Background: an optimization exercise with open tools, aiming at small area and a short achievable clock period. Do not read the settings as production practice. Function was checked by simulation only, so behaviour that the tests miss may differ from the original.

## config.mk

```make
export PLATFORM = sky130hd
export DESIGN_NAME = izhneuron_verilog
export DESIGN_NICKNAME = izhneuron_verilog
export VERILOG_FILES = /design/flow/design.v
export SDC_FILE = /design/flow/constraint.sdc
export NUM_CORES = 4
export LEC_CHECK = 0
export CAP_MARGIN = 20
export CORE_MARGIN = 2
export CORE_UTILIZATION = 40
export SLEW_MARGIN = 20
```

## constraint.sdc

```tcl
create_clock -name core_clock -period 21.0 [get_ports {clk}]
set_input_delay 4.2000 -clock core_clock [delete_from_list [all_inputs] [get_ports {clk}]]
set_output_delay 4.2000 -clock core_clock [all_outputs]
set_load 0.01 [all_outputs]
```

## design.v

```verilog
module izhneuron_verilog(clk, rst, en, WE, Addr, AER_BUS, Weight, spike_out);
input wire clk;
input wire rst;
input wire en;
input wire WE;
input wire [3:0] Addr;
input wire [3:0] AER_BUS;
input wire [10:0] Weight;
output wire spike_out;
reg [10:0] mem0, mem1, mem2, mem3;
reg [3:0] valid;                  
reg [10:0] wout, acc, I;
reg [13:0] N, t;              
wire sel0 = ~rst & valid[0] & (AER_BUS == 4'd0);
wire sel1 = ~rst & valid[1] & (AER_BUS == 4'd1);
wire sel2 = ~rst & valid[2] & (AER_BUS == 4'd2);
wire sel3 = ~rst & valid[3] & (AER_BUS == 4'd3);
wire [10:0] rdg = ({11{sel0}} & mem0) | ({11{sel1}} & mem1) | ({11{sel2}} & mem2) | ({11{sel3}} & mem3);
wire sm0 = acc[0] ^ wout[0];
wire sc0 = acc[0] & wout[0];
wire sm1 = acc[1] ^ wout[1] ^ sc0;
wire sc1 = (acc[1] & wout[1]) | (acc[1] & sc0) | (wout[1] & sc0);
wire sm2 = acc[2] ^ wout[2] ^ sc1;
wire sc2 = (acc[2] & wout[2]) | (acc[2] & sc1) | (wout[2] & sc1);
wire sm3 = acc[3] ^ wout[3] ^ sc2;
wire sc3 = (acc[3] & wout[3]) | (acc[3] & sc2) | (wout[3] & sc2);
wire sm4 = acc[4] ^ wout[4] ^ sc3;
wire sc4 = (acc[4] & wout[4]) | (acc[4] & sc3) | (wout[4] & sc3);
wire sm5 = acc[5] ^ wout[5] ^ sc4;
wire sc5 = (acc[5] & wout[5]) | (acc[5] & sc4) | (wout[5] & sc4);
wire sm6 = acc[6] ^ wout[6] ^ sc5;
wire sc6 = (acc[6] & wout[6]) | (acc[6] & sc5) | (wout[6] & sc5);
wire sm7 = acc[7] ^ wout[7] ^ sc6;
wire sc7 = (acc[7] & wout[7]) | (acc[7] & sc6) | (wout[7] & sc6);
wire sm8 = acc[8] ^ wout[8] ^ sc7;
wire sc8 = (acc[8] & wout[8]) | (acc[8] & sc7) | (wout[8] & sc7);
wire sm9 = acc[9] ^ wout[9] ^ sc8;
wire sc9 = (acc[9] & wout[9]) | (acc[9] & sc8) | (wout[9] & sc8);
wire sm10 = acc[10] ^ wout[10] ^ sc9;
wire sc10 = (acc[10] & wout[10]) | (acc[10] & sc9) | (wout[10] & sc9);
wire [10:0] sum = {sm10, sm9, sm8, sm7, sm6, sm5, sm4, sm3, sm2, sm1, sm0};
wire [10:0] I_next = en ? sum : I;
wire [10:0] In = {~I[10], I[9:0]};                              
wire [10:0] Inn = {~I_next[10], I_next[9:0]};
wire g1 = N[0] & t[2];
wire p2 = N[0] | t[2];
wire g3 = N[1] & t[3];
wire p4 = N[1] | t[3];
wire g5 = N[2] & t[4];
wire p6 = N[2] | t[4];
wire g7 = N[3] & t[5];
wire p8 = N[3] | t[5];
wire g9 = N[4] & t[6];
wire p10 = N[4] | t[6];
wire g11 = N[5] & t[7];
wire p12 = N[5] | t[7];
wire G13 = g3 | (p4 & g1);
wire P14 = p4 & p2;
wire G15 = g7 | (p8 & g5);
wire P16 = p8 & p6;
wire G17 = g11 | (p12 & g9);
wire P18 = p12 & p10;
wire G19 = g5 | (p6 & G13);
wire P20 = p6 & P14;
wire G21 = G15 | (P16 & G13);
wire P22 = P16 & P14;
wire G23 = g9 | (p10 & G21);
wire P24 = p10 & P22;
wire G25 = G17 | (P18 & G21);
wire P26 = P18 & P22;
wire cdv6 = G25;
wire dvs0 = t[8] ^ N[6] ^ cdv6;
wire dvc0 = (t[8] & N[6]) | (t[8] & cdv6) | (N[6] & cdv6);
wire dvs1 = t[9] ^ N[7] ^ dvc0;
wire dvc1 = (t[9] & N[7]) | (t[9] & dvc0) | (N[7] & dvc0);
wire dvs2 = t[10] ^ N[8] ^ dvc1;
wire dvc2 = (t[10] & N[8]) | (t[10] & dvc1) | (N[8] & dvc1);
wire dvs3 = t[11] ^ N[9] ^ dvc2;
wire dvc3 = (t[11] & N[9]) | (t[11] & dvc2) | (N[9] & dvc2);
wire dvs4 = t[12] ^ N[10] ^ dvc3;
wire dvc4 = (t[12] & N[10]) | (t[12] & dvc3) | (N[10] & dvc3);
wire dvs5 = t[13] ^ N[11] ^ dvc4;
wire dvc5 = (t[13] & N[11]) | (t[13] & dvc4) | (N[11] & dvc4);
wire dvs6 = t[13] ^ N[12] ^ dvc5;
wire dvc6 = (t[13] & N[12]) | (t[13] & dvc5) | (N[12] & dvc5);
wire dvs7 = t[13] ^ N[13] ^ dvc6;
wire [7:0] d = {dvs7, dvs6, dvs5, dvs4, dvs3, dvs2, dvs1, dvs0};
wire nas0 = N[0] ^ ~d[0] ^ 1'b1;
wire nac0 = (N[0] & ~d[0]) | (N[0] & 1'b1) | (~d[0] & 1'b1);
wire nas1 = N[1] ^ ~d[1] ^ nac0;
wire nac1 = (N[1] & ~d[1]) | (N[1] & nac0) | (~d[1] & nac0);
wire nas2 = N[2] ^ ~d[2] ^ nac1;
wire nac2 = (N[2] & ~d[2]) | (N[2] & nac1) | (~d[2] & nac1);
wire nas3 = N[3] ^ ~d[3] ^ nac2;
wire nac3 = (N[3] & ~d[3]) | (N[3] & nac2) | (~d[3] & nac2);
wire nas4 = N[4] ^ ~d[4] ^ nac3;
wire nac4 = (N[4] & ~d[4]) | (N[4] & nac3) | (~d[4] & nac3);
wire nas5 = N[5] ^ ~d[5] ^ nac4;
wire nac5 = (N[5] & ~d[5]) | (N[5] & nac4) | (~d[5] & nac4);
wire nas6 = N[6] ^ ~d[6] ^ nac5;
wire nac6 = (N[6] & ~d[6]) | (N[6] & nac5) | (~d[6] & nac5);
wire nas7 = N[7] ^ ~d[7] ^ nac6;
wire nac7 = (N[7] & ~d[7]) | (N[7] & nac6) | (~d[7] & nac6);
wire nas8 = N[8] ^ ~d[7] ^ nac7;
wire nac8 = (N[8] & ~d[7]) | (N[8] & nac7) | (~d[7] & nac7);
wire nas9 = N[9] ^ ~d[7] ^ nac8;
wire nac9 = (N[9] & ~d[7]) | (N[9] & nac8) | (~d[7] & nac8);
wire nas10 = N[10] ^ ~d[7] ^ nac9;
wire nac10 = (N[10] & ~d[7]) | (N[10] & nac9) | (~d[7] & nac9);
wire nas11 = N[11] ^ ~d[7] ^ nac10;
wire nac11 = (N[11] & ~d[7]) | (N[11] & nac10) | (~d[7] & nac10);
wire nas12 = N[12] ^ ~d[7] ^ nac11;
wire nac12 = (N[12] & ~d[7]) | (N[12] & nac11) | (~d[7] & nac11);
wire nas13 = N[13] ^ ~d[7] ^ nac12;
wire [13:0] N0a = {nas13, nas12, nas11, nas10, nas9, nas8, nas7, nas6, nas5, nas4, nas3, nas2, nas1, nas0};
wire p0_1 = t[0] & t[1];
wire p0_2 = t[0] & t[2];
wire p0_3 = t[0] & t[3];
wire p0_4 = t[0] & t[4];
wire p0_5 = t[0] & t[5];
wire p0_6 = t[0] & t[6];
wire p0_7 = t[0] & t[7];
wire p0_8 = t[0] & t[8];
wire p0_9 = t[0] & t[9];
wire p0_10 = t[0] & t[10];
wire p1_2 = t[1] & t[2];
wire p1_3 = t[1] & t[3];
wire p1_4 = t[1] & t[4];
wire p1_5 = t[1] & t[5];
wire p1_6 = t[1] & t[6];
wire p1_7 = t[1] & t[7];
wire p1_8 = t[1] & t[8];
wire p1_9 = t[1] & t[9];
wire p1_10 = t[1] & t[10];
wire p2_3 = t[2] & t[3];
wire p2_4 = t[2] & t[4];
wire p2_5 = t[2] & t[5];
wire p2_6 = t[2] & t[6];
wire p2_7 = t[2] & t[7];
wire p2_8 = t[2] & t[8];
wire p2_9 = t[2] & t[9];
wire p2_10 = t[2] & t[10];
wire p3_4 = t[3] & t[4];
wire p3_5 = t[3] & t[5];
wire p3_6 = t[3] & t[6];
wire p3_7 = t[3] & t[7];
wire p3_8 = t[3] & t[8];
wire p3_9 = t[3] & t[9];
wire p3_10 = t[3] & t[10];
wire p4_5 = t[4] & t[5];
wire p4_6 = t[4] & t[6];
wire p4_7 = t[4] & t[7];
wire p4_8 = t[4] & t[8];
wire p4_9 = t[4] & t[9];
wire p4_10 = t[4] & t[10];
wire p5_6 = t[5] & t[6];
wire p5_7 = t[5] & t[7];
wire p5_8 = t[5] & t[8];
wire p5_9 = t[5] & t[9];
wire p5_10 = t[5] & t[10];
wire p6_7 = t[6] & t[7];
wire p6_8 = t[6] & t[8];
wire p6_9 = t[6] & t[9];
wire p6_10 = t[6] & t[10];
wire p7_8 = t[7] & t[8];
wire p7_9 = t[7] & t[9];
wire p7_10 = t[7] & t[10];
wire p8_9 = t[8] & t[9];
wire p8_10 = t[8] & t[10];
wire p9_10 = t[9] & t[10];
wire n0 = ~(t[11] & t[0]);
wire n1 = ~(t[11] & t[1]);
wire n2 = ~(t[11] & t[2]);
wire n3 = ~(t[11] & t[3]);
wire n4 = ~(t[11] & t[4]);
wire n5 = ~(t[11] & t[5]);
wire n6 = ~(t[11] & t[6]);
wire n7 = ~(t[11] & t[7]);
wire n8 = ~(t[11] & t[8]);
wire n9 = ~(t[11] & t[9]);
wire s27 = t[2] ^ p0_3 ^ p1_2;
wire k28 = (t[2] & p0_3) | (t[2] & p1_2) | (p0_3 & p1_2);
wire s29 = t[3] ^ p0_5 ^ p1_4;
wire k30 = (t[3] & p0_5) | (t[3] & p1_4) | (p0_5 & p1_4);
wire s31 = p0_6 ^ p1_5 ^ p2_4;
wire k32 = (p0_6 & p1_5) | (p0_6 & p2_4) | (p1_5 & p2_4);
wire s33 = 1'b1 ^ In[0] ^ N[0];
wire k34 = (1'b1 & In[0]) | (1'b1 & N[0]) | (In[0] & N[0]);
wire s35 = t[4] ^ p0_7 ^ p1_6;
wire k36 = (t[4] & p0_7) | (t[4] & p1_6) | (p0_7 & p1_6);
wire s37 = 1'b1 ^ In[1] ^ N[1];
wire k38 = (1'b1 & In[1]) | (1'b1 & N[1]) | (In[1] & N[1]);
wire s39 = p0_8 ^ p1_7 ^ p2_6;
wire k40 = (p0_8 & p1_7) | (p0_8 & p2_6) | (p1_7 & p2_6);
wire s41 = In[2] ^ N[2] ^ t[5];
wire k42 = (In[2] & N[2]) | (In[2] & t[5]) | (N[2] & t[5]);
wire s43 = p0_9 ^ p1_8 ^ p2_7;
wire k44 = (p0_9 & p1_8) | (p0_9 & p2_7) | (p1_8 & p2_7);
wire s45 = 1'b1 ^ In[3] ^ N[3];
wire k46 = (1'b1 & In[3]) | (1'b1 & N[3]) | (In[3] & N[3]);
wire s47 = p0_10 ^ p1_9 ^ p2_8;
wire k48 = (p0_10 & p1_9) | (p0_10 & p2_8) | (p1_9 & p2_8);
wire s49 = 1'b1 ^ In[4] ^ N[4];
wire k50 = (1'b1 & In[4]) | (1'b1 & N[4]) | (In[4] & N[4]);
wire s51 = t[6] ^ n0 ^ p1_10;
wire k52 = (t[6] & n0) | (t[6] & p1_10) | (n0 & p1_10);
wire s53 = p2_9 ^ p3_8 ^ p4_7;
wire k54 = (p2_9 & p3_8) | (p2_9 & p4_7) | (p3_8 & p4_7);
wire s55 = In[5] ^ N[5] ^ n1;
wire k56 = (In[5] & N[5]) | (In[5] & n1) | (N[5] & n1);
wire s57 = p2_10 ^ p3_9 ^ p4_8;
wire k58 = (p2_10 & p3_9) | (p2_10 & p4_8) | (p3_9 & p4_8);
wire s59 = In[6] ^ N[6] ^ t[7];
wire k60 = (In[6] & N[6]) | (In[6] & t[7]) | (N[6] & t[7]);
wire s61 = n2 ^ p3_10 ^ p4_9;
wire k62 = (n2 & p3_10) | (n2 & p4_9) | (p3_10 & p4_9);
wire s63 = In[7] ^ N[7] ^ n3;
wire k64 = (In[7] & N[7]) | (In[7] & n3) | (N[7] & n3);
wire s65 = p4_10 ^ p5_9 ^ p6_8;
wire k66 = (p4_10 & p5_9) | (p4_10 & p6_8) | (p5_9 & p6_8);
wire s67 = In[8] ^ N[8] ^ t[8];
wire k68 = (In[8] & N[8]) | (In[8] & t[8]) | (N[8] & t[8]);
wire s69 = n4 ^ p5_10 ^ p6_9;
wire k70 = (n4 & p5_10) | (n4 & p6_9) | (p5_10 & p6_9);
wire s71 = In[9] ^ N[9] ^ n5;
wire k72 = (In[9] & N[9]) | (In[9] & n5) | (N[9] & n5);
wire s73 = In[10] ^ N[10] ^ t[9];
wire k74 = (In[10] & N[10]) | (In[10] & t[9]) | (N[10] & t[9]);
wire s75 = n6 ^ p7_10 ^ p8_9;
wire k76 = (n6 & p7_10) | (n6 & p8_9) | (p7_10 & p8_9);
wire s77 = 1'b1 ^ N[11] ^ n7;
wire k78 = (1'b1 & N[11]) | (1'b1 & n7) | (N[11] & n7);
wire s79 = 1'b1 ^ N[12] ^ t[10];
wire k80 = (1'b1 & N[12]) | (1'b1 & t[10]) | (N[12] & t[10]);
wire s81 = 1'b1 ^ N[13] ^ n9;
wire k82 = (1'b1 & N[13]) | (1'b1 & n9) | (N[13] & n9);
wire s83 = p0_4 ^ p1_3 ^ k28;
wire k84 = (p0_4 & p1_3) | (p0_4 & k28) | (p1_3 & k28);
wire s85 = p2_5 ^ p3_4 ^ s33;
wire k86 = (p2_5 & p3_4) | (p2_5 & s33) | (p3_4 & s33);
wire s87 = p3_5 ^ k34 ^ s37;
wire k88 = (p3_5 & k34) | (p3_5 & s37) | (k34 & s37);
wire s89 = p3_6 ^ p4_5 ^ k38;
wire k90 = (p3_6 & p4_5) | (p3_6 & k38) | (p4_5 & k38);
wire s91 = s41 ^ k40 ^ s43;
wire k92 = (s41 & k40) | (s41 & s43) | (k40 & s43);
wire s93 = p3_7 ^ p4_6 ^ k42;
wire k94 = (p3_7 & p4_6) | (p3_7 & k42) | (p4_6 & k42);
wire s95 = s45 ^ k44 ^ s47;
wire k96 = (s45 & k44) | (s45 & s47) | (k44 & s47);
wire s97 = p5_6 ^ k46 ^ s49;
wire k98 = (p5_6 & k46) | (p5_6 & s49) | (k46 & s49);
wire s99 = k48 ^ s51 ^ s53;
wire k100 = (k48 & s51) | (k48 & s53) | (s51 & s53);
wire s101 = p5_7 ^ k50 ^ k52;
wire k102 = (p5_7 & k50) | (p5_7 & k52) | (k50 & k52);
wire s103 = k54 ^ s55 ^ s57;
wire k104 = (k54 & s55) | (k54 & s57) | (s55 & s57);
wire s105 = p5_8 ^ p6_7 ^ s59;
wire k106 = (p5_8 & p6_7) | (p5_8 & s59) | (p6_7 & s59);
wire s107 = k56 ^ k58 ^ s61;
wire k108 = (k56 & k58) | (k56 & s61) | (k58 & s61);
wire s109 = k60 ^ k62 ^ s63;
wire k110 = (k60 & k62) | (k60 & s63) | (k62 & s63);
wire s111 = p7_8 ^ s67 ^ k64;
wire k112 = (p7_8 & s67) | (p7_8 & k64) | (s67 & k64);
wire s113 = p6_10 ^ p7_9 ^ k68;
wire k114 = (p6_10 & p7_9) | (p6_10 & k68) | (p7_9 & k68);
wire s115 = s73 ^ k72 ^ s75;
wire k116 = (s73 & k72) | (s73 & s75) | (k72 & s75);
wire s117 = p8_10 ^ k74 ^ k76;
wire k118 = (p8_10 & k74) | (p8_10 & k76) | (k74 & k76);
wire s119 = n8 ^ p9_10 ^ s79;
wire k120 = (n8 & p9_10) | (n8 & s79) | (p9_10 & s79);
wire s121 = p2_3 ^ s29 ^ k84;
wire k122 = (p2_3 & s29) | (p2_3 & k84) | (s29 & k84);
wire s123 = k32 ^ s35 ^ s85;
wire k124 = (k32 & s35) | (k32 & s85) | (s35 & s85);
wire s125 = k36 ^ s39 ^ k86;
wire k126 = (k36 & s39) | (k36 & k86) | (s39 & k86);
wire s127 = k88 ^ s89 ^ s91;
wire k128 = (k88 & s89) | (k88 & s91) | (s89 & s91);
wire s129 = k90 ^ s93 ^ k92;
wire k130 = (k90 & s93) | (k90 & k92) | (s93 & k92);
wire s131 = k94 ^ s97 ^ k96;
wire k132 = (k94 & s97) | (k94 & k96) | (s97 & k96);
wire s133 = k98 ^ k100 ^ s101;
wire k134 = (k98 & k100) | (k98 & s101) | (k100 & s101);
wire s135 = s105 ^ k102 ^ k104;
wire k136 = (s105 & k102) | (s105 & k104) | (k102 & k104);
wire s137 = s65 ^ k106 ^ k108;
wire k138 = (s65 & k106) | (s65 & k108) | (k106 & k108);
wire s139 = k66 ^ s69 ^ k110;
wire k140 = (k66 & s69) | (k66 & k110) | (s69 & k110);
wire s141 = k70 ^ s71 ^ s113;
wire k142 = (k70 & s71) | (k70 & s113) | (s71 & s113);
wire s143 = s77 ^ k116 ^ s117;
wire k144 = (s77 & k116) | (s77 & s117) | (k116 & s117);
wire s145 = k78 ^ s119 ^ k118;
wire k146 = (k78 & s119) | (k78 & k118) | (s119 & k118);
wire s147 = k80 ^ s81 ^ k120;
wire k148 = (k80 & s81) | (k80 & k120) | (s81 & k120);
wire s149 = k30 ^ s31;
wire k150 = k30 & s31;
wire s151 = s87 ^ k124;
wire k152 = s87 & k124;
wire s153 = k126 ^ s127;
wire k154 = k126 & s127;
wire s155 = s95 ^ k128 ^ s129;
wire k156 = (s95 & k128) | (s95 & s129) | (k128 & s129);
wire s157 = s99 ^ k130 ^ s131;
wire k158 = (s99 & k130) | (s99 & s131) | (k130 & s131);
wire s159 = s103 ^ k132 ^ s133;
wire k160 = (s103 & k132) | (s103 & s133) | (k132 & s133);
wire s161 = s107 ^ k134 ^ s135;
wire k162 = (s107 & k134) | (s107 & s135) | (k134 & s135);
wire s163 = s109 ^ k136 ^ s137;
wire k164 = (s109 & k136) | (s109 & s137) | (k136 & s137);
wire s165 = s111 ^ k138 ^ s139;
wire k166 = (s111 & k138) | (s111 & s139) | (k138 & s139);
wire s167 = k112 ^ s141 ^ k140;
wire k168 = (k112 & s141) | (k112 & k140) | (s141 & k140);
wire s169 = k114 ^ s115 ^ k142;
wire k170 = (k114 & s115) | (k114 & k142) | (s115 & k142);
wire g171 = t[0] & 1'b0;
wire p172 = t[0] | 1'b0;
wire g173 = 1'b0 & 1'b0;
wire p174 = 1'b0 | 1'b0;
wire g175 = t[1] & p0_1;
wire p176 = t[1] | p0_1;
wire g177 = p0_2 & 1'b0;
wire p178 = p0_2 | 1'b0;
wire g179 = s27 & 1'b0;
wire p180 = s27 | 1'b0;
wire g181 = s83 & 1'b0;
wire p182 = s83 | 1'b0;
wire g183 = s121 & 1'b0;
wire p184 = s121 | 1'b0;
wire g185 = s149 & k122;
wire p186 = s149 | k122;
wire G187 = g173 | (p174 & g171);
wire P188 = p174 & p172;
wire G189 = g177 | (p178 & g175);
wire P190 = p178 & p176;
wire G191 = g181 | (p182 & g179);
wire P192 = p182 & p180;
wire G193 = g185 | (p186 & g183);
wire P194 = p186 & p184;
wire G195 = g175 | (p176 & G187);
wire P196 = p176 & P188;
wire G197 = G189 | (P190 & G187);
wire P198 = P190 & P188;
wire G199 = g183 | (p184 & G191);
wire P200 = p184 & P192;
wire G201 = G193 | (P194 & G191);
wire P202 = P194 & P192;
wire G203 = g179 | (p180 & G197);
wire P204 = p180 & P198;
wire G205 = G191 | (P192 & G197);
wire P206 = P192 & P198;
wire G207 = G199 | (P200 & G197);
wire P208 = P200 & P198;
wire G209 = G201 | (P202 & G197);
wire P210 = P202 & P198;
wire lc8 = G209;
wire s211 = k150 ^ s123;
wire k212 = k150 & s123;
wire s213 = s125 ^ s151;
wire k214 = s125 & s151;
wire s215 = k152 ^ s153;
wire k216 = k152 & s153;
wire s217 = k154 ^ s155;
wire k218 = k154 & s155;
wire s219 = k156 ^ s157;
wire k220 = k156 & s157;
wire s221 = k158 ^ s159;
wire k222 = k158 & s159;
wire s223 = k160 ^ s161;
wire k224 = k160 & s161;
wire s225 = k162 ^ s163;
wire k226 = k162 & s163;
wire s227 = k164 ^ s165;
wire k228 = k164 & s165;
wire s229 = k166 ^ s167;
wire k230 = k166 & s167;
wire s231 = s169 ^ k168;
wire k232 = s169 & k168;
wire s233 = s143 ^ k170;
wire k234 = s143 & k170;
wire s235 = k144 ^ s145;
wire k236 = k144 & s145;
wire s237 = s147 ^ k146;
wire k238 = s147 & k146;
wire g239 = s211 & lc8;
wire x241 = s211 ^ lc8;
wire g242 = k212 & s213;
wire x244 = k212 ^ s213;
wire g245 = k214 & s215;
wire x247 = k214 ^ s215;
wire g248 = k216 & s217;
wire x250 = k216 ^ s217;
wire g251 = k218 & s219;
wire x253 = k218 ^ s219;
wire g254 = k220 & s221;
wire x256 = k220 ^ s221;
wire g257 = k222 & s223;
wire x259 = k222 ^ s223;
wire g260 = k224 & s225;
wire x262 = k224 ^ s225;
wire g263 = k226 & s227;
wire x265 = k226 ^ s227;
wire g266 = s229 & k228;
wire x268 = s229 ^ k228;
wire g269 = s231 & k230;
wire x271 = s231 ^ k230;
wire g272 = s233 & k232;
wire x274 = s233 ^ k232;
wire g275 = s235 & k234;
wire x277 = s235 ^ k234;
wire g278 = s237 & k236;
wire x280 = s237 ^ k236;
wire o281 = s211 | lc8;
wire o282 = k212 | s213;
wire o283 = k214 | s215;
wire o284 = k216 | s217;
wire o285 = k218 | s219;
wire o286 = k220 | s221;
wire o287 = k222 | s223;
wire o288 = k224 | s225;
wire o289 = k226 | s227;
wire o290 = s229 | k228;
wire o291 = s231 | k230;
wire o292 = s233 | k232;
wire o293 = s235 | k234;
wire G294 = g242 | (o282 & g239);
wire P295 = o282 & o281;
wire G296 = g248 | (o284 & g245);
wire P297 = o284 & o283;
wire G298 = g254 | (o286 & g251);
wire P299 = o286 & o285;
wire G300 = g260 | (o288 & g257);
wire P301 = o288 & o287;
wire G302 = g266 | (o290 & g263);
wire P303 = o290 & o289;
wire G304 = g272 | (o292 & g269);
wire P305 = o292 & o291;
wire G306 = g245 | (o283 & G294);
wire P307 = o283 & P295;
wire G308 = G296 | (P297 & G294);
wire P309 = P297 & P295;
wire G310 = g257 | (o287 & G298);
wire P311 = o287 & P299;
wire G312 = G300 | (P301 & G298);
wire P313 = P301 & P299;
wire G314 = g269 | (o291 & G302);
wire P315 = o291 & P303;
wire G316 = G304 | (P305 & G302);
wire P317 = P305 & P303;
wire G318 = g251 | (o285 & G308);
wire P319 = o285 & P309;
wire G320 = G298 | (P299 & G308);
wire P321 = P299 & P309;
wire G322 = G310 | (P311 & G308);
wire P323 = P311 & P309;
wire G324 = G312 | (P313 & G308);
wire P325 = P313 & P309;
wire G326 = g275 | (o293 & G316);
wire P327 = o293 & P317;
wire G328 = g263 | (o289 & G324);
wire P329 = o289 & P325;
wire G330 = G302 | (P303 & G324);
wire P331 = P303 & P325;
wire G332 = G314 | (P315 & G324);
wire P333 = P315 & P325;
wire G334 = G316 | (P317 & G324);
wire P335 = P317 & P325;
wire G336 = G326 | (P327 & G324);
wire P337 = P327 & P325;
wire wsn = x280 ^ G336;
wire s338 = 1'b1 ^ ~In[0] ^ k150;
wire k339 = (1'b1 & ~In[0]) | (1'b1 & k150) | (~In[0] & k150);
wire s340 = 1'b1 ^ ~In[1] ^ s125;
wire k341 = (1'b1 & ~In[1]) | (1'b1 & s125) | (~In[1] & s125);
wire s342 = 1'b1 ^ ~In[2] ^ k152;
wire k343 = (1'b1 & ~In[2]) | (1'b1 & k152) | (~In[2] & k152);
wire s344 = 1'b1 ^ ~In[3] ^ k154;
wire k345 = (1'b1 & ~In[3]) | (1'b1 & k154) | (~In[3] & k154);
wire s346 = 1'b1 ^ ~In[4] ^ k156;
wire k347 = (1'b1 & ~In[4]) | (1'b1 & k156) | (~In[4] & k156);
wire s348 = ~In[5] ^ k158 ^ s159;
wire k349 = (~In[5] & k158) | (~In[5] & s159) | (k158 & s159);
wire s350 = 1'b1 ^ ~In[6] ^ k160;
wire k351 = (1'b1 & ~In[6]) | (1'b1 & k160) | (~In[6] & k160);
wire s352 = ~In[7] ^ k162 ^ s163;
wire k353 = (~In[7] & k162) | (~In[7] & s163) | (k162 & s163);
wire s354 = 1'b1 ^ ~In[8] ^ k164;
wire k355 = (1'b1 & ~In[8]) | (1'b1 & k164) | (~In[8] & k164);
wire s356 = 1'b1 ^ ~In[9] ^ k166;
wire k357 = (1'b1 & ~In[9]) | (1'b1 & k166) | (~In[9] & k166);
wire s358 = ~In[10] ^ s169 ^ k168;
wire k359 = (~In[10] & s169) | (~In[10] & k168) | (s169 & k168);
wire s360 = 1'b1 ^ s143 ^ k170;
wire k361 = (1'b1 & s143) | (1'b1 & k170) | (s143 & k170);
wire s362 = 1'b1 ^ k144 ^ s145;
wire k363 = (1'b1 & k144) | (1'b1 & s145) | (k144 & s145);
wire s364 = 1'b1 ^ s147 ^ k146;
wire k365 = (1'b1 & s147) | (1'b1 & k146) | (s147 & k146);
wire s366 = s123 ^ s338;
wire k367 = s123 & s338;
wire s368 = k339 ^ s151 ^ s340;
wire k369 = (k339 & s151) | (k339 & s340) | (s151 & s340);
wire s370 = k341 ^ s153 ^ s342;
wire k371 = (k341 & s153) | (k341 & s342) | (s153 & s342);
wire s372 = s155 ^ k343 ^ s344;
wire k373 = (s155 & k343) | (s155 & s344) | (k343 & s344);
wire s374 = s157 ^ k345 ^ s346;
wire k375 = (s157 & k345) | (s157 & s346) | (k345 & s346);
wire s376 = k347 ^ s348;
wire k377 = k347 & s348;
wire s378 = s161 ^ s350 ^ k349;
wire k379 = (s161 & s350) | (s161 & k349) | (s350 & k349);
wire s380 = k351 ^ s352;
wire k381 = k351 & s352;
wire s382 = s165 ^ s354 ^ k353;
wire k383 = (s165 & s354) | (s165 & k353) | (s354 & k353);
wire s384 = s167 ^ k355 ^ s356;
wire k385 = (s167 & k355) | (s167 & s356) | (k355 & s356);
wire s386 = k357 ^ s358;
wire k387 = k357 & s358;
wire s388 = s360 ^ k359;
wire k389 = s360 & k359;
wire s390 = s362 ^ k361;
wire k391 = s362 & k361;
wire s392 = s364 ^ k363;
wire k393 = s364 & k363;
wire s394 = s366 ^ lc8 ^ ~d[0];
wire k395 = (s366 & lc8) | (s366 & ~d[0]) | (lc8 & ~d[0]);
wire s396 = k367 ^ s368 ^ ~d[1];
wire k397 = (k367 & s368) | (k367 & ~d[1]) | (s368 & ~d[1]);
wire s398 = k369 ^ s370 ^ ~d[2];
wire k399 = (k369 & s370) | (k369 & ~d[2]) | (s370 & ~d[2]);
wire s400 = k371 ^ s372 ^ ~d[3];
wire k401 = (k371 & s372) | (k371 & ~d[3]) | (s372 & ~d[3]);
wire s402 = k373 ^ s374 ^ ~d[4];
wire k403 = (k373 & s374) | (k373 & ~d[4]) | (s374 & ~d[4]);
wire s404 = s376 ^ k375 ^ ~d[5];
wire k405 = (s376 & k375) | (s376 & ~d[5]) | (k375 & ~d[5]);
wire s406 = k377 ^ s378 ^ ~d[6];
wire k407 = (k377 & s378) | (k377 & ~d[6]) | (s378 & ~d[6]);
wire s408 = s380 ^ k379 ^ d[7];
wire k409 = (s380 & k379) | (s380 & d[7]) | (k379 & d[7]);
wire s410 = k381 ^ s382 ^ Inn[8];
wire k411 = (k381 & s382) | (k381 & Inn[8]) | (s382 & Inn[8]);
wire s412 = k383 ^ s384 ^ Inn[9];
wire k413 = (k383 & s384) | (k383 & Inn[9]) | (s384 & Inn[9]);
wire s414 = s386 ^ k385 ^ Inn[10];
wire k415 = (s386 & k385) | (s386 & Inn[10]) | (k385 & Inn[10]);
wire s416 = Inn[1] ^ k395 ^ s396;
wire k417 = (Inn[1] & k395) | (Inn[1] & s396) | (k395 & s396);
wire s418 = Inn[2] ^ k397 ^ s398;
wire k419 = (Inn[2] & k397) | (Inn[2] & s398) | (k397 & s398);
wire s420 = Inn[3] ^ k399 ^ s400;
wire k421 = (Inn[3] & k399) | (Inn[3] & s400) | (k399 & s400);
wire s422 = Inn[4] ^ k401 ^ s402;
wire k423 = (Inn[4] & k401) | (Inn[4] & s402) | (k401 & s402);
wire s424 = Inn[5] ^ k403 ^ s404;
wire k425 = (Inn[5] & k403) | (Inn[5] & s404) | (k403 & s404);
wire s426 = Inn[6] ^ k405 ^ s406;
wire k427 = (Inn[6] & k405) | (Inn[6] & s406) | (k405 & s406);
wire s428 = Inn[7] ^ k407 ^ s408;
wire k429 = (Inn[7] & k407) | (Inn[7] & s408) | (k407 & s408);
wire s430 = s388 ^ k387 ^ k415;
wire k431 = (s388 & k387) | (s388 & k415) | (k387 & k415);
wire s432 = ~spk ^ k421;
wire k433 = ~spk & k421;
wire s434 = k423 ^ s424;
wire k435 = k423 & s424;
wire s436 = ~spk ^ k425 ^ s426;
wire k437 = (~spk & k425) | (~spk & s426) | (k425 & s426);
wire s438 = k427 ^ s428;
wire k439 = k427 & s428;
wire s440 = k409 ^ s410 ^ k429;
wire k441 = (k409 & s410) | (k409 & k429) | (s410 & k429);
wire s442 = k411 ^ s412;
wire k443 = k411 & s412;
wire s444 = k413 ^ s414;
wire k445 = k413 & s414;
wire s446 = s390 ^ k389;
wire k447 = s390 & k389;
wire s448 = s392 ^ k391;
wire k449 = s392 & k391;
wire g450 = Inn[0] & s394;
wire x452 = Inn[0] ^ s394;
wire g453 = s416 & 1'b0;
wire x455 = s416 ^ 1'b0;
wire g456 = k417 & s418;
wire x458 = k417 ^ s418;
wire g459 = k419 & s420;
wire x461 = k419 ^ s420;
wire g462 = s422 & s432;
wire x464 = s422 ^ s432;
wire g465 = k433 & s434;
wire x467 = k433 ^ s434;
wire g468 = k435 & s436;
wire x470 = k435 ^ s436;
wire g471 = s438 & k437;
wire x473 = s438 ^ k437;
wire g474 = k439 & s440;
wire x476 = k439 ^ s440;
wire g477 = s442 & k441;
wire x479 = s442 ^ k441;
wire g480 = k443 & s444;
wire x482 = k443 ^ s444;
wire g483 = k445 & s430;
wire x485 = k445 ^ s430;
wire g486 = s446 & k431;
wire x488 = s446 ^ k431;
wire g489 = s448 & k447;
wire x491 = s448 ^ k447;
wire G492 = g453 | (x455 & g450);
wire P493 = x455 & x452;
wire G494 = g459 | (x461 & g456);
wire P495 = x461 & x458;
wire G496 = g465 | (x467 & g462);
wire P497 = x467 & x464;
wire G498 = g471 | (x473 & g468);
wire P499 = x473 & x470;
wire G500 = g477 | (x479 & g474);
wire P501 = x479 & x476;
wire G502 = g483 | (x485 & g480);
wire P503 = x485 & x482;
wire G504 = g489 | (x491 & g486);
wire P505 = x491 & x488;
wire G506 = g456 | (x458 & G492);
wire P507 = x458 & P493;
wire G508 = G494 | (P495 & G492);
wire P509 = P495 & P493;
wire G510 = g468 | (x470 & G496);
wire P511 = x470 & P497;
wire G512 = G498 | (P499 & G496);
wire P513 = P499 & P497;
wire G514 = g480 | (x482 & G500);
wire P515 = x482 & P501;
wire G516 = G502 | (P503 & G500);
wire P517 = P503 & P501;
wire G518 = g462 | (x464 & G508);
wire P519 = x464 & P509;
wire G520 = G496 | (P497 & G508);
wire P521 = P497 & P509;
wire G522 = G510 | (P511 & G508);
wire P523 = P511 & P509;
wire G524 = G512 | (P513 & G508);
wire P525 = P513 & P509;
wire G526 = g486 | (x488 & G516);
wire P527 = x488 & P517;
wire G528 = G504 | (P505 & G516);
wire P529 = P505 & P517;
wire G530 = g474 | (x476 & G524);
wire P531 = x476 & P525;
wire G532 = G500 | (P501 & G524);
wire P533 = P501 & P525;
wire G534 = G514 | (P515 & G524);
wire P535 = P515 & P525;
wire G536 = G516 | (P517 & G524);
wire P537 = P517 & P525;
wire G538 = G526 | (P527 & G524);
wire P539 = P527 & P525;
wire G540 = G528 | (P529 & G524);
wire P541 = P529 & P525;
wire [13:0] y;
assign y[0] = x452 ^ 1'b0;
assign y[1] = x455 ^ g450;
assign y[2] = x458 ^ G492;
assign y[3] = x461 ^ G506;
assign y[4] = x464 ^ G508;
assign y[5] = x467 ^ G518;
assign y[6] = x470 ^ G520;
assign y[7] = x473 ^ G522;
assign y[8] = x476 ^ G524;
assign y[9] = x479 ^ G530;
assign y[10] = x482 ^ G532;
assign y[11] = x485 ^ G534;
assign y[12] = x488 ^ G536;
assign y[13] = x491 ^ G538;
wire nns0 = N0a[4] ^ spk ^ 1'b0;
wire nnc0 = (N0a[4] & spk) | (N0a[4] & 1'b0) | (spk & 1'b0);
wire nns1 = N0a[5] ^ spk ^ nnc0;
wire nnc1 = (N0a[5] & spk) | (N0a[5] & nnc0) | (spk & nnc0);
wire nns2 = N0a[6] ^ 1'b0 ^ nnc1;
wire nnc2 = (N0a[6] & 1'b0) | (N0a[6] & nnc1) | (1'b0 & nnc1);
wire nns3 = N0a[7] ^ spk ^ nnc2;
wire nnc3 = (N0a[7] & spk) | (N0a[7] & nnc2) | (spk & nnc2);
wire nns4 = N0a[8] ^ spk ^ nnc3;
wire nnc4 = (N0a[8] & spk) | (N0a[8] & nnc3) | (spk & nnc3);
wire nns5 = N0a[9] ^ spk ^ nnc4;
wire nnc5 = (N0a[9] & spk) | (N0a[9] & nnc4) | (spk & nnc4);
wire nns6 = N0a[10] ^ spk ^ nnc5;
wire nnc6 = (N0a[10] & spk) | (N0a[10] & nnc5) | (spk & nnc5);
wire nns7 = N0a[11] ^ spk ^ nnc6;
wire nnc7 = (N0a[11] & spk) | (N0a[11] & nnc6) | (spk & nnc6);
wire nns8 = N0a[12] ^ spk ^ nnc7;
wire nnc8 = (N0a[12] & spk) | (N0a[12] & nnc7) | (spk & nnc7);
wire nns9 = N0a[13] ^ spk ^ nnc8;
wire [13:0] N_next = {nns9, nns8, nns7, nns6, nns5, nns4, nns3, nns2, nns1, nns0, N0a[3:0]};
wire signed [13:0] ts = t;
wire f = ts < -14'sd1285;               
wire spk = f | ~wsn;
assign spike_out = ~rst & spk;
wire g = ~y[13] & (y[12:0] > 13'd1068);
wire [13:0] t_next = (f | g) ? 14'd118 : y;
always @(posedge clk) begin
	if (WE && Addr[3:2] == 2'b00) begin
		case (Addr[1:0])
			2'd0: mem0 <= Weight;
			2'd1: mem1 <= Weight;
			2'd2: mem2 <= Weight;
			default: mem3 <= Weight;
		endcase
	end
	if (rst || !WE) wout <= rdg;
	if (rst) begin
		valid <= 4'b0000;
		acc <= 11'd0; I <= 11'd0;
		N <= 14'd16112; t <= 14'd118;
	end else begin
		if (WE && Addr[3:2] == 2'b00) valid[Addr[1:0]] <= 1'b1;
		acc <= en ? 11'd0 : sum;
		I <= I_next;
		N <= N_next;
		t <= t_next;
	end
end
endmodule
```

## flow/run.sh

```bash
#!/bin/bash
set -e
cp standard.sh standard.sh.log
export SETUP_SLACK_MARGIN=${FLOW_SETUP_MARGIN:-12}
export BUFFER_PORTS_ARGS="-buffer_cell sky130_fd_sc_hd__buf_2"
bash standard.sh synth > synth.log 2>&1
R=orfs/results/sky130hd/izhneuron_verilog/base
cp $R/1_2_yosys.v yosys_netlist_before_polar.v.log
python3 flow/polar.py $R/1_2_yosys.v $R/1_2_yosys.polar.v > polar.log 2>&1
mv $R/1_2_yosys.polar.v $R/1_2_yosys.v
rm -f $R/1_synth.odb
bash standard.sh > standard.log 2>&1
```

## flow/polar.py

```python
#!/usr/bin/env python3
"""Re-polarise full adders in a mapped sky130hd netlist to remove inverters.

A full adder is self-dual: FA(~a, ~b, ~c) = (~sum, ~cout). Flipping an adder
complements what its inputs must carry and what its outputs carry, so the
inverters around it can move or vanish. Likewise a gate with a complementary
cell (and2/nand2, or2/nor2, xor2/xnor2, ...) can be swapped for it with its
output's polarity flipped. A simulated-annealing search picks the flips that
leave the least inverter and gate area. The netlist's function is unchanged.
usage: polar.py in.v out.v
"""
import re
import sys
import random
from collections import defaultdict

src = open(sys.argv[1]).read()
cell_re = re.compile(r'^(\s*)(sky130_fd_sc_hd__\w+)\s+(\\\S+\s|\S+)\s*\((.*?)\);\n', re.S | re.M)
pin_re = re.compile(r'\.(\w+)\(\s*([^()]*?)\s*\)')
OUTPINS = {'X', 'Y', 'SUM', 'COUT', 'Q', 'Q_N', 'HI', 'LO'}

cells = []
for m in cell_re.finditer(src):
    pins = [(p, n) for p, n in pin_re.findall(m.group(4))]
    cells.append({'span': m.span(), 'ind': m.group(1), 'type': m.group(2), 'name': m.group(3), 'pins': pins})

outports = set()
for m in re.finditer(r'^\s*output\s+(\[[^\]]*\]\s*)?([^;]+);', src, re.M):
    rng, names = m.group(1), m.group(2)
    for nm in names.split(','):
        nm = nm.strip()
        if rng:
            hi, lo = map(int, re.findall(r'-?\d+', rng))
            for i in range(min(hi, lo), max(hi, lo) + 1):
                outports.add(f"{nm}[{i}]")
        else:
            outports.add(nm)

def is_inv(c):
    return re.match(r'sky130_fd_sc_hd__(inv|clkinv)_\d+$', c['type']) is not None

def is_fa(c):
    return re.match(r'sky130_fd_sc_hd__fa_\d+$', c['type']) is not None

# inverters that can be dissolved: input and output both internal nets
inv_of = {}   # output net -> input net
dissolve = set()
for i, c in enumerate(cells):
    if is_inv(c):
        d = dict(c['pins'])
        if d['Y'] not in outports:
            inv_of[d['Y']] = d['A']
            dissolve.add(i)

def root(net):
    p = 0
    while net in inv_of:
        net = inv_of[net]
        p ^= 1
    return net, p

COMP = {}
for a, b in [('and2', 'nand2'), ('or2', 'nor2'), ('and3', 'nand3'), ('or3', 'nor3'),
             ('and4', 'nand4'), ('or4', 'nor4'), ('xor2', 'xnor2')]:
    for d in ('0', '1', '2', '4'):
        COMP[f'sky130_fd_sc_hd__{a}_{d}'] = f'sky130_fd_sc_hd__{b}_{d}'
        COMP[f'sky130_fd_sc_hd__{b}_{d}'] = f'sky130_fd_sc_hd__{a}_{d}'
libsrc = open('/OpenROAD-flow-scripts/flow/platforms/sky130hd/lib/sky130_fd_sc_hd__tt_025C_1v80.lib').read() if len(sys.argv) < 4 else open(sys.argv[3]).read()
AREA = {m.group(1): float(m.group(2)) for m in re.finditer(r'cell \("(sky130_fd_sc_hd__\w+)"\)\s*\{.*?\barea\s*:\s*([\d.]+)', libsrc, re.S)}
OUTMAP = {}   # pin names of the complementary cell
for k in list(COMP):
    if k not in AREA or COMP[k] not in AREA:
        del COMP[k]

def is_gate_flip(c):
    return c['type'] in COMP and all(p in ('A', 'B', 'C', 'D', 'X', 'Y') for p, _ in c['pins'])

driver_fa = {}  # net -> flippable cell index
for i, c in enumerate(cells):
    if is_fa(c):
        for p, n in c['pins']:
            if p in ('SUM', 'COUT'):
                driver_fa[n] = i
    elif is_gate_flip(c):
        for p, n in c['pins']:
            if p in ('X', 'Y'):
                driver_fa[n] = i

# consumers: (cell index, pin, root, parity wanted in original terms)
cons = []
for i, c in enumerate(cells):
    if i in dissolve:
        continue
    for p, n in c['pins']:
        if p in OUTPINS:
            continue
        r, par = root(n)
        cons.append((i, p, r, par))
# output ports driven through dissolved inverters need the driving literal too:
# none, since inverters on output ports are kept.

fas = [i for i, c in enumerate(cells) if is_fa(c)]
gates = [i for i, c in enumerate(cells) if is_gate_flip(c)]
flip = {i: 0 for i in fas + gates}
fa_set = set(fas)

def phys(r):
    i = driver_fa.get(r)
    return flip[i] if i is not None else 0

def need(con):
    i, p, r, par = con
    want = par ^ (flip[i] if i in fa_set else 0)
    return r, want ^ phys(r)    # 1: consumer needs the complement of the physical net

INV = AREA['sky130_fd_sc_hd__inv_1']

def garea(i):
    c = cells[i]
    return AREA[COMP[c['type']]] if flip[i] else AREA[c['type']]

def cost():
    s = set()
    for con in cons:
        r, w = need(con)
        if w:
            s.add(r)
    return INV * len(s) + sum(garea(i) for i in gates)

by_root = defaultdict(list)
for k, con in enumerate(cons):
    by_root[con[2]].append(k)
fa_roots = defaultdict(set)
for k, con in enumerate(cons):
    if con[0] in flip:
        fa_roots[con[0]].add(con[2])
for i in fas + gates:
    for p, n in cells[i]['pins']:
        if p in ('SUM', 'COUT', 'X', 'Y'):
            fa_roots[i].add(n)

def local(rs, i):
    t = 0
    for r in rs:
        if any(need(cons[k])[1] for k in by_root[r]):
            t += INV
    if i in flip and i not in fa_set:
        t += garea(i)
    return t

best = cost()
start = best
random.seed(1)
import math
order = fas + gates
cur = best
best_flip = dict(flip)
T0, T1, steps = 4.0, 0.05, 200000
for step in range(steps):
    T = T0 * (T1 / T0) ** (step / steps)
    i = order[random.randrange(len(order))]
    rs = fa_roots[i]
    before = local(rs, i)
    flip[i] ^= 1
    after = local(rs, i)
    dlt = after - before
    if dlt <= 0 or random.random() < math.exp(-dlt / T):
        cur += dlt
        if cur < best - 1e-9:
            best = cur
            best_flip = dict(flip)
    else:
        flip[i] ^= 1
flip.update(best_flip)
# greedy polish
while True:
    improved = False
    for i in order:
        rs = fa_roots[i]
        before = local(rs, i)
        flip[i] ^= 1
        if local(rs, i) < before - 1e-9:
            improved = True
        else:
            flip[i] ^= 1
    if not improved:
        break
final = cost()

# rewrite
inv_net = {}
new_cells = []
k = 0
def esc(n):
    return n + " " if n.startswith("\\") else n


def inverted(r):
    global k
    if r not in inv_net:
        k += 1
        inv_net[r] = f"_pol{k}_"
        new_cells.append(f"  sky130_fd_sc_hd__inv_1 _polinv{k}_ (\n    .A({esc(r)}),\n    .Y(_pol{k}_)\n  );\n")
    return inv_net[r]

newpins = defaultdict(dict)
for con in cons:
    i, p, r, par = con
    rr, w = need(con)
    newpins[i][p] = inverted(rr) if w else rr

out = []
pos = 0
for i, c in enumerate(cells):
    a, b = c['span']
    out.append(src[pos:a])
    pos = b
    if i in dissolve:
        continue
    ctype = COMP[c['type']] if (i in flip and i not in fa_set and flip[i]) else c['type']
    pins = []
    outpin = None
    if ctype != c['type']:
        outpin = 'Y' if re.search(r'__(nand|nor|xnor)', ctype) else 'X'
    for p, n in c['pins']:
        if outpin and p in ('X', 'Y'):
            p2 = outpin
        else:
            p2 = p
        pins.append((p2, newpins[i].get(p, n)))
    body = ",\n".join(f"    .{p}({esc(n)})" for p, n in pins)
    out.append(f"{c['ind']}{ctype} {c['name']}{'' if c['name'].endswith(' ') else ' '}(\n{body}\n  );\n")
tail = src[pos:]
ei = tail.rindex('endmodule')
out.append(tail[:ei])
out.extend(new_cells)
out.append(tail[ei:])
res = "".join(out)
# declare the new nets after the module header's last wire declaration
decl = "".join(f"  wire _pol{j}_;\n" for j in range(1, k + 1))
m = list(re.finditer(r'^\s*wire [^;]*;\n', res, re.M))
p = m[-1].end()
res = res[:p] + decl + res[p:]
open(sys.argv[2], 'w').write(res)
sys.stderr.write(f"polar: {len(fas)} adders, {len(gates)} gates, {sum(flip.values())} flipped, "
                 f"{len(dissolve)} inverters removed, {k} added (cost {start:.1f} -> {final:.1f})\n")
```

## standard.sh

```bash
#!/bin/bash
# synth_recipe.tcl (not shown) runs the flow's synth.tcl, then flattens the netlist and writes it again
# the make line also repeats each setting of config.mk as NAME=value (left out here)
make -C /OpenROAD-flow-scripts/flow DESIGN_CONFIG=/design/flow/config.mk WORK_HOME=/design/flow/orfs CLKGATE_MAP_FILE= SYNTH_SCRIPT=/design/flow/synth_recipe.tcl "${@:-finish}"
```

==> metrics.yaml, run 1 <==
ant_nets: 0
cp_peak_stage_delay_ns: 0.32
layout-area-overhead-vs-synth_pct: 14.6
arrival_ns: 4.76
first_global_vias: 5816
cell_area_after_synthesis_sq_mm: 0.00853
setup-violations-final: 0
global_route.usage.total_pct: 18.8
result_of_the_run: "finished clean"
detailedRoute.firstPassIterationCount: 5
avgRoutedWirePerCell_microns: 18.1
worst_clock_skew_ns: 0.00723
cts-htree-levels: 3
most-common-layout-cells: "sky130_fd_sc_hd__fa_1 (114), sky130_fd_sc_hd__inv_1 (95), sky130_fd_sc_hd__nand2_1 (70)"
critical_path.cell_chain: "buf_4, nor2_1, buf_2"
cts_max_path_buffers: 2
synthesis.instances: 743
slew-limit-headroom_pct: 28.0
design.core.area_sq_mm: 0.0210
family_of_cells_with_the_greatest_summed_delay_on_the_critical_path: "buffers and inverters"
grt_pass1_wl_microns: 31600
max_freq_mhz: 112
worstMarginPinSlew_ns: 1.07
final.fill_count: 1968
placementRows: 53
drc_violation_count_after_routing: 0
avgSynthCellArea_sq_um: 11.5
grt_remaining_overflow: 0
worstSetupPathDepth: 3
port_buffers: 23
pin_count: 24
reg2regPathDepth: 29
period_minus_slack_ns: 8.96
fin_nets: 1013
total_via_count_after_detailed_routing: 5496
route.final.wire_length_microns: 19500
cp-end-kind: "output pin"
die_h_microns: 150
critical_path.max_fanout: 36
insertion_delay_ns: 0.35
globalplace.congestion: 0.868
cp_slowest_cell: "sky130_fd_sc_hd__buf_4"
largest_net_degree_at_the_start_of_global_routing: 37
mostFrequentLayoutCell: "sky130_fd_sc_hd__fa_1"
cts-hold-fix-buffers: 0
tritoncts: "built"
tritoncts.num_buffers: 9
worstPathBufferInverterCount: 2
share_of_post_route_cells_with_drive_strength_above_1_pct: 19.6
final.period_utilization_pct: 42.7
grt_setup_unrepaired: "yes"
crit_path_start_kind: "primary input"
timing.critical_path.required_ns: 16.80
critical_path_class: "primary input to output pin"
layout.area.seq_sq_mm: 0.00278
effective_utilization_at_floorplan_pct: 40.7
area_occupied_by_multi_input_gates_sq_mm: 0.00552
cap_violations: 0
drc_marker_count_from_the_first_detailed_route_iteration: 409
clockRootBuffer: "sky130_fd_sc_hd__clkbuf_16"
yosys_warnings: 1
via_per_inst: 5.10
number_of_sinks_driven_by_the_clock_tree: 109
timing.setup.tns_ns: 0
hold_viol: 0
dieArea_sq_mm: 0.0225
detailed_place_hpwl_microns: 15400
min_delay_path_depth: 2
fp.dieW_microns: 150
antennaDiodeCount: 0
path_clk_slew_ns: 0.07
syn_nets: 958
finalMaxSlewViolations: 0
hp-class: "flip-flop to flip-flop"
antenna_found_initial: 0
==> routing by layer <==
metal  wire (microns)  vias to the layer above  track usage [%]
li1                 -                     2573                -
met1             8650                     2789             25.4
met2             9750                      113             31.3
met3              790                       21             3.32
met4              280                        0             4.95
met5                0                        -                0
==> metrics by stage <==
stage                     cells  cell area, sq um  hold WS (ns)  setup slack (ns)  util, %
after floorplan             743              8540         0.432             12.07        -
after global placement     1022              8960         0.449             11.33     42.8
after detailed placement   1022              8960         0.463             11.32     42.8
after CTS                  1068              9570         0.482             11.89     45.7
after global routing       1078              9780         0.513             11.88     46.7
final                      1078              9780         0.480             12.04     46.7
==> state kept, by name (all words and copies together) (netlist names) <==
name / cells
valid: 4
wout: 11
acc: 11
mem1: 11
I: 11
t: 14
mem3: 11
mem0: 11
N: 14
mem2: 11
==> final timing paths <==
| path | start | to | slack, ns |
|---|---|---|---|
| worst max register to register | t[2] | t[7] | 12.56 |
| worst max-delay path | rst | spike_out | 12.04 |
| worst min-delay path | valid[2] | valid[2] | 0.48 |
| worst min register to register | valid[2] | valid[2] | 0.48 |
==> worst reg2reg max path, delay by kind of cell, from the launching register on <==
family	cells	cell delay [ns]
adder cells (fa/ha/maj)	11	4.42
AO/OA/AOI/OAI	10	1.84
XOR/XNOR	2	0.58
buffers and inverters	5	0.57
AND/OR/NAND/NOR	1	0.56
flip-flops	1	0.37
==> layout make-up <==
cell class | instances | share of cell area [%]
Multi-Input combinational cell | 511 | 56.5
Clock buffer | 10 | 2.34
Timing Repair Buffer | 67 | 4.70
Sequential cell | 109 | 28.4
Tap cell | 275 | 3.52
Clock inverter | 6 | 0.614
Inverter | 100 | 3.94
==> timing repair <==
item	4_1_cts	5_1_grt
pin swaps	9	25
gates resized for setup	38	28
setup buffers	30	10
endpoints found under the setup margin	10	16
==> inputs of run 2 (changes only) <==
--- a/design.v
+++ b/design.v
@@ -11,10 +11,10 @@
 reg [3:0] valid;                  
 reg [10:0] wout, acc, I;
 reg [13:0] N, t;              
-wire sel0 = ~rst & valid[0] & (AER_BUS == 4'd0);
-wire sel1 = ~rst & valid[1] & (AER_BUS == 4'd1);
-wire sel2 = ~rst & valid[2] & (AER_BUS == 4'd2);
-wire sel3 = ~rst & valid[3] & (AER_BUS == 4'd3);
+wire sel0 = valid[0] & (AER_BUS == 4'd0);
+wire sel1 = valid[1] & (AER_BUS == 4'd1);
+wire sel2 = valid[2] & (AER_BUS == 4'd2);
+wire sel3 = valid[3] & (AER_BUS == 4'd3);
 wire [10:0] rdg = ({11{sel0}} & mem0) | ({11{sel1}} & mem1) | ({11{sel2}} & mem2) | ({11{sel3}} & mem3);
 wire sm0 = acc[0] ^ wout[0];
 wire sc0 = acc[0] & wout[0];
@@ -682,26 +682,27 @@
 assign y[11] = x485 ^ G534;
 assign y[12] = x488 ^ G536;
 assign y[13] = x491 ^ G538;
-wire nns0 = N0a[4] ^ spk ^ 1'b0;
-wire nnc0 = (N0a[4] & spk) | (N0a[4] & 1'b0) | (spk & 1'b0);
-wire nns1 = N0a[5] ^ spk ^ nnc0;
-wire nnc1 = (N0a[5] & spk) | (N0a[5] & nnc0) | (spk & nnc0);
-wire nns2 = N0a[6] ^ 1'b0 ^ nnc1;
-wire nnc2 = (N0a[6] & 1'b0) | (N0a[6] & nnc1) | (1'b0 & nnc1);
-wire nns3 = N0a[7] ^ spk ^ nnc2;
-wire nnc3 = (N0a[7] & spk) | (N0a[7] & nnc2) | (spk & nnc2);
-wire nns4 = N0a[8] ^ spk ^ nnc3;
-wire nnc4 = (N0a[8] & spk) | (N0a[8] & nnc3) | (spk & nnc3);
-wire nns5 = N0a[9] ^ spk ^ nnc4;
-wire nnc5 = (N0a[9] & spk) | (N0a[9] & nnc4) | (spk & nnc4);
-wire nns6 = N0a[10] ^ spk ^ nnc5;
-wire nnc6 = (N0a[10] & spk) | (N0a[10] & nnc5) | (spk & nnc5);
-wire nns7 = N0a[11] ^ spk ^ nnc6;
-wire nnc7 = (N0a[11] & spk) | (N0a[11] & nnc6) | (spk & nnc6);
-wire nns8 = N0a[12] ^ spk ^ nnc7;
-wire nnc8 = (N0a[12] & spk) | (N0a[12] & nnc7) | (spk & nnc7);
-wire nns9 = N0a[13] ^ spk ^ nnc8;
-wire [13:0] N_next = {nns9, nns8, nns7, nns6, nns5, nns4, nns3, nns2, nns1, nns0, N0a[3:0]};
+wire nnd4 = N0a[4] ^ spk;
+wire nnb4 = ~N0a[4] & spk;
+wire nnd5 = N0a[5] ^ nnb4;
+wire nnb5 = ~N0a[5] & nnb4;
+wire nnd6 = N0a[6] ^ spk ^ nnb5;
+wire nnb6 = (~N0a[6] & spk) | (~N0a[6] & nnb5) | (spk & nnb5);
+wire nnd7 = N0a[7] ^ nnb6;
+wire nnb7 = ~N0a[7] & nnb6;
+wire nnd8 = N0a[8] ^ nnb7;
+wire nnb8 = ~N0a[8] & nnb7;
+wire nnd9 = N0a[9] ^ nnb8;
+wire nnb9 = ~N0a[9] & nnb8;
+wire nnd10 = N0a[10] ^ nnb9;
+wire nnb10 = ~N0a[10] & nnb9;
+wire nnd11 = N0a[11] ^ nnb10;
+wire nnb11 = ~N0a[11] & nnb10;
+wire nnd12 = N0a[12] ^ nnb11;
+wire nnb12 = ~N0a[12] & nnb11;
+wire nnd13 = N0a[13] ^ nnb12;
+wire nnb13 = ~N0a[13] & nnb12;
+wire [13:0] N_next = {nnd13, nnd12, nnd11, nnd10, nnd9, nnd8, nnd7, nnd6, nnd5, nnd4, N0a[3:0]};
 wire signed [13:0] ts = t;
 wire f = ts < -14'sd1285;               
 wire spk = f | ~wsn;
@@ -717,13 +718,13 @@
 			default: mem3 <= Weight;
 		endcase
 	end
-	if (rst || !WE) wout <= rdg;
 	if (rst) begin
 		valid <= 4'b0000;
-		acc <= 11'd0; I <= 11'd0;
+		wout <= 11'd0; acc <= 11'd0; I <= 11'd0;
 		N <= 14'd16112; t <= 14'd118;
 	end else begin
 		if (WE && Addr[3:2] == 2'b00) valid[Addr[1:0]] <= 1'b1;
+		if (!WE) wout <= rdg;
 		acc <= en ? 11'd0 : sum;
 		I <= I_next;
 		N <= N_next;
--- a/flow/polar.py
+++ b/flow/polar.py
@@ -155,7 +155,7 @@
 order = fas + gates
 cur = best
 best_flip = dict(flip)
-T0, T1, steps = 4.0, 0.05, 200000
+T0, T1, steps = 4.0, 0.05, 60000
 for step in range(steps):
     T = T0 * (T1 / T0) ** (step / steps)
     i = order[random.randrange(len(order))]
==> run 2 against run 1 <==
Against the previous run:
- still clean
- flip-flop and latch count unchanged
- clock skew rose by 0.0056 ns
- wire length down 4.7%
- worst setup slack improved by 0.00090 ns
==> metrics.yaml, run 2 <==
final.fill_count: 1972  # was 1968
critical_path.max_fanout: 3  # was 36
antennaDiodeCount: 0  # unchanged
avgRoutedWirePerCell_microns: 17.6  # was 18.1 microns
dieArea_sq_mm: 0.0223  # was 0.0225 sq mm
via_per_inst: 5.04  # was 5.10
cp_peak_stage_delay_ns: 0.19  # was 0.32 ns
route.final.wire_length_microns: 18600  # was 19500 microns
effective_utilization_at_floorplan_pct: 40.4  # was 40.7%
total_via_count_after_detailed_routing: 5329  # was 5496
worst_clock_skew_ns: 0.0129  # was 0.00723 ns
grt_setup_unrepaired: "no"  # was yes
min_delay_path_depth: 2  # unchanged
drc_violation_count_after_routing: 0  # unchanged
crit_path_start_kind: "primary input"  # unchanged
setup-violations-final: 0  # unchanged
cap_violations: 0  # unchanged
mostFrequentLayoutCell: "sky130_fd_sc_hd__fa_1"  # unchanged
cts_max_path_buffers: 2  # unchanged
grt_remaining_overflow: 0  # unchanged
clockRootBuffer: "sky130_fd_sc_hd__clkbuf_16"  # unchanged
pre_cts_ws_ns: 11.73  # was 11.32 ns
crit_path_setup_slack_layout_ns: 12.04  # about the same
final.period_utilization_pct: 42.7  # about the same
critical_path.cell_chain: "buf_6, buf_12, and3b_1, buf_2"  # was buf_4, nor2_1, buf_2
cell_area_after_synthesis_sq_mm: 0.00844  # was 0.00853 sq mm
die_h_microns: 149  # was 150 microns
result_of_the_run: "finished clean"  # unchanged
cp_slowest_cell: "sky130_fd_sc_hd__and3b_1"  # was sky130_fd_sc_hd__buf_4
finalMaxSlewViolations: 0  # unchanged
synthesis.instances: 759  # was 743
cp-end-kind: "output pin"  # unchanged
cts-hold-fix-buffers: 0  # unchanged
tritoncts: "built"  # unchanged
worstMarginPinSlew_ns: 0.844  # was 1.07 ns
critical_path_class: "primary input to output pin"  # unchanged
design_area_sq_mm: 0.00930  # was 0.00978 sq mm
antenna_found_initial: 0  # unchanged
dpl_cell_area_sq_mm: 0.00885  # was 0.00896 sq mm
cts-htree-levels: 3  # unchanged
port_buffers: 23  # unchanged
placementRows: 53  # unchanged
reg2regPathDepth: 25  # was 29
avgSynthCellArea_sq_um: 11.1  # was 11.5 sq um
global_route.usage.total_pct: 18.2  # was 18.8%
first_global_vias: 5730  # was 5816
regToRegSetupSlack_ns: 12.97  # was 12.56 ns
timing.setup.tns_ns: 0  # unchanged
tritoncts.num_buffers: 9  # unchanged
hold_viol: 0  # unchanged
final_core_utilization_pct: 44.5  # was 46.7%
fp.dieW_microns: 149  # was 150 microns
path_clk_slew_ns: 0.07  # about the same
most-common-layout-cells: "sky130_fd_sc_hd__fa_1 (123), sky130_fd_sc_hd__inv_1 (98), sky130_fd_sc_hd__ha_1 (68)"  # was sky130_fd_sc_hd__fa_1 (114), sky130_fd_sc_hd__inv_1 (95), sky130_fd_sc_hd__nand2_1 (70)
slew-limit-headroom_pct: 43.5  # was 28.0%
syn_nets: 973  # was 958
insertion_delay_ns: 0.36  # was 0.35 ns
timing.critical_path.required_ns: 16.80  # about the same
globalplace.congestion: 0.828  # was 0.868
fin_nets: 991  # was 1013
design.core.area_sq_mm: 0.0209  # was 0.0210 sq mm
ant_nets: 0  # unchanged
number_of_sinks_driven_by_the_clock_tree: 109  # unchanged
pin_count: 24  # unchanged
share_of_post_route_cells_with_drive_strength_above_1_pct: 10.2  # was 19.6%
grt_pass1_wl_microns: 30600  # was 31600 microns
hp-class: "flip-flop to flip-flop"  # unchanged
detailedRoute.firstPassIterationCount: 5  # unchanged
arrival_ns: 4.76  # about the same
drc_marker_count_from_the_first_detailed_route_iteration: 344  # was 409
largest_net_degree_at_the_start_of_global_routing: 26  # was 37
reg_top3: "N x14, t x14"  # unchanged
layout-area-overhead-vs-synth_pct: 10.1  # was 14.6%
yosys_warnings: 1  # unchanged
detailed_place_hpwl_microns: 14400  # was 15400 microns
max_freq_mhz: 112  # about the same
period_minus_slack_ns: 8.96  # about the same
[run 2: cell type report]
cell class | instances | area, sq um | area share (%)
inverter | 99 | 375 | 4.04
multi-input combinational | 524 | 5390 | 57.9
clock buffer | 10 | 229 | 2.46
tap | 275 | 344 | 3.70
sequential | 109 | 2650 | 28.5
timing repair buffer | 34 | 267 | 2.87
clock inverter | 6 | 43.8 | 0.471
[run 2: path summary, 6_finish.rpt]
path | startpoint | endpoint
setup / recovery | rst | spike_out
hold / removal | valid[2] | valid[2]
setup reg to reg | t[3] | N[13]
hold reg to reg | valid[2] | valid[2]
[run 2: repair_timing]
item,4_1_cts,5_1_grt
resized for setup,13,18
setup buffers,1,3
pin swaps,0,2
cloned,2,0
setup endpoints to repair,1,1
[run 2: per-layer routing]
| layer | up-vias | track usage [%] | routed length, microns |
|---|---|---|---|
| li1 | 2569 | - | - |
| met1 | 2675 | 25.0 | 8630 |
| met2 | 64 | 30.1 | 9030 |
| met4 | 0 | 5.38 | 402 |
| met5 | - | 0 | 0 |
| met3 | 21 | 2.72 | 499 |
[run 2: per-stage QoR]
stage	hold slack (ns)	std cells
2_1_floorplan	0.431	759
6_report	0.479	1057
3_5_place_dp	0.460	1035
3_3_place_gp	0.445	1035
5_1_grt	0.509	1057
4_1_cts	0.475	1054
[run 2: worst max-delay path, delay by kind of cell]
family / cells / cell delay [ns]
buf+inv: 3 / 0.36
simple gates: 1 / 0.19

[afterwards: timing with drivers on the ports]
Ports are ideal in the flow. The routed layouts listed here were re-timed in OpenROAD. Step 1, drivers: a clkbuf_16 drives clk and a buf_2 each remaining input, both assumed. Step 2, shift: input delay + t, output delay - t, t = (earliest + latest rising clock arrival at the registers) / 2. This alone moves slack from input paths to output paths. Slacks: ideal / step 1 / step 2; pairs: ideal / step 1.
| run | t, ns | slack for setup (ns) | worst slew at a driven data input, ns |
|---|---|---|---|
| run 1 | 0.386 | 12.042 / 12.020 / 12.020 | 0.04 |
| run 2 | 0.394 | 12.043 / 12.013 / 12.013 | 0.04 |
After both steps setup and hold are still met in every run listed. For run 2, which loses most, drivers alone change the setup slack by -0.030 ns; drivers and shift together by -0.030 ns.
